From an optimization exercise on the open Yosys and OpenROAD flow, aimed at a short achievable clock period and few clock cycles; shortcuts taken in it are not production practice. The RTL was checked by simulation tests, not by an equivalence proof against the original design. Power figures rest on the tool's default switching activity, not on a simulated workload.

Setup of the baseline:
// myCPU
module myCPU (
    input wire cpu_rst,
    input wire cpu_clk,
    output wire [13:0] inst_addr,
    input  wire [31:0] inst,
    output wire [31:0] Bus_addr,
    input  wire [31:0] Bus_rdata,
    output wire        Bus_wen,
    output wire [31:0] Bus_wdata
    , 
    output wire        debug_wb_have_inst,
    output wire [31:0] debug_wb_pc,
    output             debug_wb_ena,
    output wire [ 4:0] debug_wb_reg,
    output wire [31:0] debug_wb_value
);
clock: 8.0 ns
lec_check: 0
cap_margin: 20
core_margin: 2
core_utilization: 45
setup_slack_margin: 5
slew_margin: 20
synth_hierarchical: 1
run.sh (not shown) runs the stock make flow with config.mk's settings and CLKGATE_MAP_FILE= SYNTH_SCRIPT=/design/flow/synth_recipe.tcl, a recipe that flattens the netlist after the stock synthesis.
The baseline completed; timing, DRC and antenna clean
Testbench counts of the baseline, summed over its fixed seeds: cycles 83,222.
## Diff of input files: the candidate against the baseline
-- flow/design.v --
<<< the baseline, line 215
  reg  [31:0] e_sd;
  reg  [31:0] e_timm;
  reg  [31:0] m_fa, m_fb, m_fs, m_fxa;
  reg  [ 4:0] m_fxb;
  reg         e_t1, e_t0, e_m1, e_m0, e_uselt;
  reg         e_r_add, e_r_slt, e_r_sltu, e_r_and, e_r_or, e_r_xor, e_r_sll, e_r_sr, e_r_pre;
>>> the candidate, line 215
  reg  [31:0] e_sd;
  reg  [31:0] e_timm;
  reg         e_fan, e_fas, e_fao, e_fbn, e_fbs, e_fbo, e_fsn, e_fss, e_fso;
  reg         e_xan, e_xas, e_xao, e_xbn, e_xbs, e_xbo;    
  reg         e_t1, e_t0, e_m1, e_m0, e_uselt;
  reg         e_r_add, e_r_slt, e_r_sltu, e_r_and, e_r_or, e_r_xor, e_r_sll, e_r_sr, e_r_pre;
<<< the baseline, line 466
  wire d_r_and  = d_is_alu && d_f3 == 3'b111;
  wire d_r_pre  = d_is_jal || d_is_jalr;
  wire [31:0] ea = e_a  | m_fa;
  wire [31:0] eb = e_b  | m_fb;
  wire [31:0] es = e_sd | m_fs;
  wire [31:0] xa = e_a  | m_fxa;
  wire [ 4:0] xb = e_b[4:0] | m_fxb;
  wire [31:0] e_sum;
  ks_add #(.N(32)) u_eadd (.a(ea), .b(eb), .cin(e_sub), .s(e_sum));
>>> the candidate, line 466
  wire d_r_and  = d_is_alu && d_f3 == 3'b111;
  wire d_r_pre  = d_is_jal || d_is_jalr;
  wire [31:0] ea = ({32{e_fan}} & e_a)  | ({32{e_fas}} & m_sum) | ({32{e_fao}} & m_oth);
  wire [31:0] eb = ({32{e_fbn}} & e_b)  | ({32{e_fbs}} & m_sum) | ({32{e_fbo}} & m_oth);
  wire [31:0] es = ({32{e_fsn}} & e_sd) | ({32{e_fss}} & m_sum) | ({32{e_fso}} & m_oth);
  wire [31:0] xa = ({32{e_xan}} & e_a)  | ({32{e_xas}} & m_sum) | ({32{e_xao}} & m_oth);
  wire [ 4:0] xb = ({5{e_xbn}} & e_b[4:0]) | ({5{e_xbs}} & m_sum[4:0]) | ({5{e_xbo}} & m_oth[4:0]);
  wire [31:0] e_sum;
  ks_add #(.N(32)) u_eadd (.a(ea), .b(eb), .cin(e_sub), .s(e_sum));
<<< the baseline, line 586
    e_timm  <= d_timm;
    e_pnpc  <= redir_d ? d_rdpc : d_pnpc;
    e_a     <= ({32{d_is_auipc}} & d_pc) | ({32{d_use1 && !d_1E}} & d_v1);
    e_b     <= ({32{!d_bsel}} & (d_is_st ? d_immS : (d_is_lui || d_is_auipc) ? d_immU : d_immI))
             | ({32{d_bpos && !d_2E}} & d_v2) | ({32{d_bneg}} & ~d_v2);
    e_sd    <= {32{!d_2E}} & d_v2;
    m_fa    <= ({32{d_use1 && d_1E && e_r_add}} & e_sum) | ({32{d_use1 && d_1E && !e_r_add}} & e_oth);
    m_fb    <= ({32{d_bsel && d_2E && e_r_add}} & e_sum) | ({32{d_bsel && d_2E && !e_r_add}} & e_oth);
    m_fs    <= ({32{d_2E && e_r_add}} & e_sum) | ({32{d_2E && !e_r_add}} & e_oth);
    m_fxa   <= ({32{d_shift && d_1E && e_r_add}} & e_sum) | ({32{d_shift && d_1E && !e_r_add}} & e_oth);
    m_fxb   <= ({5{d_shift && d_bsel && d_2E && e_r_add}} & e_sum[4:0]) | ({5{d_shift && d_bsel && d_2E && !e_r_add}} & e_oth[4:0]);
    e_t1    <= d_t1;
    e_t0    <= d_t0;
>>> the candidate, line 586
    e_timm  <= d_timm;
    e_pnpc  <= redir_d ? d_rdpc : d_pnpc;
    e_a     <= ({32{d_is_auipc}} & d_pc) | ({32{d_use1}} & d_v1);
    e_b     <= ({32{!d_bsel}} & (d_is_st ? d_immS : (d_is_lui || d_is_auipc) ? d_immU : d_immI))
             | ({32{d_bpos}} & d_v2) | ({32{d_bneg}} & ~d_v2);
    e_sd    <= d_v2;
    e_fan   <= !(d_use1 && d_1E);
    e_fbn   <= !(d_bsel && d_2E);
    e_fsn   <= !d_2E;
    e_xan   <= d_shift && !d_1E;
    e_xas   <= d_shift && d_1E && e_r_add;
    e_xao   <= d_shift && d_1E && !e_r_add;
    e_xbn   <= d_shift && !(d_bsel && d_2E);
    e_xbs   <= d_shift && d_bsel && d_2E && e_r_add;
    e_xbo   <= d_shift && d_bsel && d_2E && !e_r_add;
    e_t1    <= d_t1;
    e_t0    <= d_t0;
<<< the baseline, line 600
    e_m0    <= d_m0;
    e_uselt <= d_f3[2];
    e_r_add <= d_r_add;
    e_r_slt <= d_r_slt;
>>> the candidate, line 604
    e_m0    <= d_m0;
    e_uselt <= d_f3[2];
    e_fas   <= d_use1 && d_1E && e_r_add;
    e_fao   <= d_use1 && d_1E && !e_r_add;
    e_fbs   <= d_bsel && d_2E && e_r_add;
    e_fbo   <= d_bsel && d_2E && !e_r_add;
    e_fss   <= d_2E && e_r_add;
    e_fso   <= d_2E && !e_r_add;
    e_r_add <= d_r_add;
    e_r_slt <= d_r_slt;
==> comparison <==
The final reports for the candidate and the baseline show power density over the cells higher in the former.
Capturing instance or port of the critical path: d_pnpc[15] -> the candidate, d_pnpc[3] -> the baseline
Compared with the baseline, static power due to leakage in the candidate decreased by a few percent.
[compare] base=the baseline new=the candidate: via count lost about 2.3%, post-layout minimum cycle time went up, final core utilization saw a decrease.
Portion of the clock cycle consumed by the worst path in the final layout delta for the candidate relative to the baseline: 1.0 points higher
Share of power burned in registers sits higher in the candidate than in the baseline.
The lower proportion of power drawn by the clock network came out of the baseline.
Between the baseline and the candidate, the summed area of non-filler cells in the final layout is higher for the baseline.
Per the comparison of the candidate with the baseline, clock distribution area overhead in the final layout +0.34 points, overall fraction of global-route tracks in use shows a reduction of 0.58 points.
Testbench counts of the candidate, summed over its fixed seeds: cycles 83,222.

myCPU, a different RTL version from the one above (not shown whole).
For scale: roughly 10000 cells after synthesis, ~110000 sq um of cells after synthesis.
## myCPU
module myCPU (
    input wire cpu_rst,
    input wire cpu_clk,
    output wire [13:0] inst_addr,
    input  wire [31:0] inst,
    output wire [31:0] Bus_addr,
    input  wire [31:0] Bus_rdata,
    output wire        Bus_wen,
    output wire [31:0] Bus_wdata
    , 
    output wire        debug_wb_have_inst,
    output wire [31:0] debug_wb_pc,
    output             debug_wb_ena,
    output wire [ 4:0] debug_wb_reg,
    output wire [31:0] debug_wb_value
);
Settings: LEC_CHECK=0, CAP_MARGIN=60, CORE_MARGIN=2, CORE_UTILIZATION=45, SETUP_SLACK_MARGIN=5, SLEW_MARGIN=60, SYNTH_HIERARCHICAL=1; clock period 8.0 ns.
Testbench counts at the start, summed over its fixed seeds: cycles 81,177.
Rerun with:
--- a/flow/design.v
+++ b/flow/design.v
@@ -333,15 +333,15 @@
   end
   reg  [NL-1:0] f_lm;
   integer kk;
   always @(*) begin
     for (kk = 0; kk < NL; kk = kk + 1) f_lm[kk] = lv[kk] && (ltag[kk] == pc_b);
   end
   wire          f_lhit = |f_lm;
-  wire          f_lx = 1'b0;
+  wire          f_lx = |(f_lm & lex & ~({NL{d_valid && d_lhit}} & d_lsel));
   wire          f_ptaken = f_hit && f_ctr[1] && !f_lx;
   wire [31:0]   f_pc4;
   assign f_pc4[1:0] = pc_f[1:0];
   ks_inc #(.N(30)) u_finc (.a(pc_f[31:2]), .s(f_pc4[31:2]));
   wire [31:0]   f_btgt = f_ret ? ras : {pc_f[31:16], f_tgt, 2'b00};
   wire [31:0]   f_pnpc = f_ptaken ? f_btgt : f_pc4;
   assign inst_addr = pc_o;
Worst setup slack is worse by 0.37 ns.
Count of clock-buffer cells in the layout increases by 5.
Clock power increases by about 6%.
Area after synthesis increases by 6.8%.
Non-clock buffer count increases by 52.
Via count increases by 6.0%.
Critical path depth increases by 6.
Routed wire length increases by 7.1%.
Die area increases by 6.7%.
Power increases by 7.6%.
Core utilization decreases by 0.20 points.
Design area increases by 6.3%.
Testbench counts after the change, summed over its fixed seeds: cycles 80,270.

## pine
myCPU, a different RTL version from the one above (not shown whole).
Size: ~0.12 mm^2 of cells after synthesis.
==> flow/design.v (excerpt) <==
module myCPU (
    input wire cpu_rst,
    input wire cpu_clk,
    output wire [13:0] inst_addr,
    input  wire [31:0] inst,
    output wire [31:0] Bus_addr,
    input  wire [31:0] Bus_rdata,
    output wire        Bus_wen,
    output wire [31:0] Bus_wdata
    , 
    output wire        debug_wb_have_inst,
    output wire [31:0] debug_wb_pc,
    output             debug_wb_ena,
    output wire [ 4:0] debug_wb_reg,
    output wire [31:0] debug_wb_value
);
export LEC_CHECK = 0
export CAP_MARGIN = 20
export CORE_MARGIN = 2
export CORE_UTILIZATION = 45
export SETUP_SLACK_MARGIN = 5
export SLEW_MARGIN = 20
export SYNTH_HIERARCHICAL = 1
create_clock -name core_clock -period 8.0 [get_ports {cpu_clk}]
Testbench counts of pine, summed over its fixed seeds: cycles 83,222.
> inputs changed (pine -> maple)
--- a/flow/design.v
+++ b/flow/design.v
@@ -237,21 +237,18 @@
   reg  [31:0] m_oth;
   reg         m_add;
   reg  [ 4:0] m_rd;
   reg         m_rfwe;
   reg         m_ld;
   reg  [ 2:0] m_f3;
   reg  [31:0] m_addr;
   reg         m_sbsh;
   reg  [31:0] m_sd;
-  reg  [ 3:0] l_b0, l_s7;
-  reg  [ 1:0] l_b1;
-  reg         l_b2, l_b3, l_sx1, l_sx23, l_sum, l_oth;
   reg         w_we;
   reg  [ 4:0] w_rd;
   reg  [31:0] w_val;
   reg  [31:1] w_sel;
   reg         o_have;
   reg  [31:0] o_pc;
   reg         o_ena;
   reg  [ 4:0] o_rd;
   reg  [31:0] o_val;
@@ -381,29 +378,23 @@
   function automatic addeq(input [31:0] a, input [31:0] b, input [31:0] x);
     reg [31:0] k, co;
     begin
       k  = a ^ b ^ x;
       co = (a & b) | ((a ^ b) & k);
       addeq = !k[0] && (k[31:1] == co[30:0]);
     end
   endfunction
   wire [1:0]  m_alo = m_addr[1:0];
-  wire [31:0] r = Bus_rdata;
-  wire        l_sgn = (l_s7[0] & r[7]) | (l_s7[1] & r[15]) | (l_s7[2] & r[23]) | (l_s7[3] & r[31]);
-  wire [31:0] m_val;
-  assign m_val[7:0]   = ({8{l_b0[0]}} & r[7:0]) | ({8{l_b0[1]}} & r[15:8]) | ({8{l_b0[2]}} & r[23:16])
-                      | ({8{l_b0[3]}} & r[31:24]) | ({8{l_sum}} & m_sum[7:0]) | ({8{l_oth}} & m_oth[7:0]);
-  assign m_val[15:8]  = ({8{l_b1[0]}} & r[15:8]) | ({8{l_b1[1]}} & r[31:24]) | {8{l_sx1 & l_sgn}}
-                      | ({8{l_sum}} & m_sum[15:8]) | ({8{l_oth}} & m_oth[15:8]);
-  assign m_val[23:16] = ({8{l_b2}} & r[23:16]) | {8{l_sx23 & l_sgn}}
-                      | ({8{l_sum}} & m_sum[23:16]) | ({8{l_oth}} & m_oth[23:16]);
-  assign m_val[31:24] = ({8{l_b3}} & r[31:24]) | {8{l_sx23 & l_sgn}}
-                      | ({8{l_sum}} & m_sum[31:24]) | ({8{l_oth}} & m_oth[31:24]);
+  wire [31:0] m_rsh = Bus_rdata >> {m_alo, 3'b000};
+  wire [31:0] m_ldv = m_f3[1] ? Bus_rdata :
+                      m_f3[0] ? {{16{~m_f3[2] & m_rsh[15]}}, m_rsh[15:0]} :
+                                {{24{~m_f3[2] & m_rsh[7]}}, m_rsh[7:0]};
+  wire [31:0] m_val = m_ld ? m_ldv : m_add ? m_sum : m_oth;
   wire e_wr = e_valid && e_rfwe && (e_rd != 5'd0);
   wire m_wr = m_valid && m_rfwe && (m_rd != 5'd0);
   wire d_1E = p_1E;
   wire d_2E = p_2E;
   wire d_1M = p_1M;
   wire d_2M = p_2M;
   wire d_1W = p_1W;
   wire d_2W = p_2W;
   reg  [31:0] d_rf1, d_rf2;
@@ -657,30 +648,18 @@
   always @(posedge clk) begin
     m_pc   <= e_pc;
     m_sum  <= e_sum;
     m_oth  <= e_oth;
     m_add  <= e_r_add;
     m_rd   <= e_rd;
     m_rfwe <= e_rfwe;
     m_ld   <= e_ld;
     m_f3   <= e_f3;
-    l_b0   <= {4{e_ld}} & (e_f3[1] ? 4'b0001 :
-                           e_f3[0] ? (e_sum[1] ? 4'b0100 : 4'b0001) :
-                                     (4'b0001 << e_sum[1:0]));
-    l_b1   <= {2{e_ld}} & (e_f3[1] ? 2'b01 : e_f3[0] ? (e_sum[1] ? 2'b10 : 2'b01) : 2'b00);
-    l_b2   <= e_ld && e_f3[1];
-    l_b3   <= e_ld && e_f3[1];
-    l_sx1  <= e_ld && !e_f3[1] && !e_f3[0];
-    l_sx23 <= e_ld && !e_f3[1];
-    l_s7   <= {4{e_ld && !e_f3[2] && !e_f3[1]}} &
-              (e_f3[0] ? (e_sum[1] ? 4'b1000 : 4'b0010) : (4'b0001 << e_sum[1:0]));
-    l_sum  <= !e_ld && e_r_add;
-    l_oth  <= !e_ld && !e_r_add;
     m_addr <= e_sum;
     m_sd   <= es;
     bus_addr_r <= m_sbsh ? m_addr : e_sum;
     bus_wdata_r <= m_sbsh ? m_merge : es;
     r_sj   <= e_jalr;
     r_st   <= e_taken;
     r_jt   <= e_jt;
     r_tgt  <= e_tgt;
     r_pc4  <= e_pc4;
Results
- maple ran to completion and came out clean on the timing, design-rule and antenna checks.
- Side by side, proportion of cell area occupied by registers turned out lower in maple than in pine.
- Compared with pine, maple degrades die area.
- Final core utilization, maple and pine, higher one = maple.
- Going from pine to maple, the maximum number of pins on one net before global-route repair was found to have gone up by 26%.
- Comparing maple and pine, the higher power share of the combinational group was measured on maple.
- maple falls short of pine in post-synthesis instance area.
- Diff pine -> maple: post-route cell area went up 0.0010 mm^2; worst supply voltage drop on vdd went up 3.5%; maximum frequency from static timing analysis went up 0.0046 GHz; share of total power in the clock network went down 0.4 points.
- Multi-input logic portion of the cell area for maple is higher than for pine.
Testbench counts of maple, summed over its fixed seeds: cycles 83,222.

re-timing with driven ports:
The results above use ideal ports. As a check the final layouts listed here were re-extracted and re-timed, cells and wires unchanged.
Step 1 (the two cells are an assumption about what drives the block):
set clk [get_ports {cpu_clk}]
set_driving_cell -lib_cell sky130_fd_sc_hd__clkbuf_16 $clk
set_driving_cell -lib_cell sky130_fd_sc_hd__buf_2 [delete_from_list [all_inputs] $clk]
Step 2 adds t to the input delays and takes it off the output delays; t is the mean of the earliest and latest rising clock arrival at the registers after step 1. Input paths then give back, and output paths get back, about the clock's delay inside the block.
a / b / c = ideal ports / drivers / drivers and shift; a / b = the first two.
| run | shift t [ns] | slack for setup (ns) | hold WS [ns] | slew at the worst register clock pin (ns) | pins driven straight from the clock port |
|---|---|---|---|---|---|
| the baseline | 0.979 | 4.730 / 4.730 / 3.868 | 0.326 / 0.326 / 0.326 | 0.07 / 0.07 | 1 |
| the candidate | 1.034 | 4.647 / 4.719 / 3.685 | 0.308 / 0.308 / 0.308 | 0.07 / 0.07 | 1 |
| the first run of note 2 | 1.039 | 4.800 / 4.714 / 3.692 | 0.325 / 0.325 / 0.325 | 0.07 / 0.07 | 1 |
| the second run of note 2 | 1.035 | 4.429 / 4.429 / 3.679 | 0.321 / 0.321 / 0.321 | 0.07 / 0.07 | 1 |
| pine | 1.050 | 4.789 / 4.717 / 3.920 | 0.288 / 0.288 / 0.288 | 0.07 / 0.07 | 1 |
| maple | 1.042 | 4.836 / 4.737 / 3.869 | 0.324 / 0.324 / 0.324 | 0.07 / 0.07 | 1 |
After both steps setup and hold are still met in every run listed. The setup slack of the first run of note 2, which loses most, moves by -0.086 ns with the drivers and by -1.108 ns with both steps.
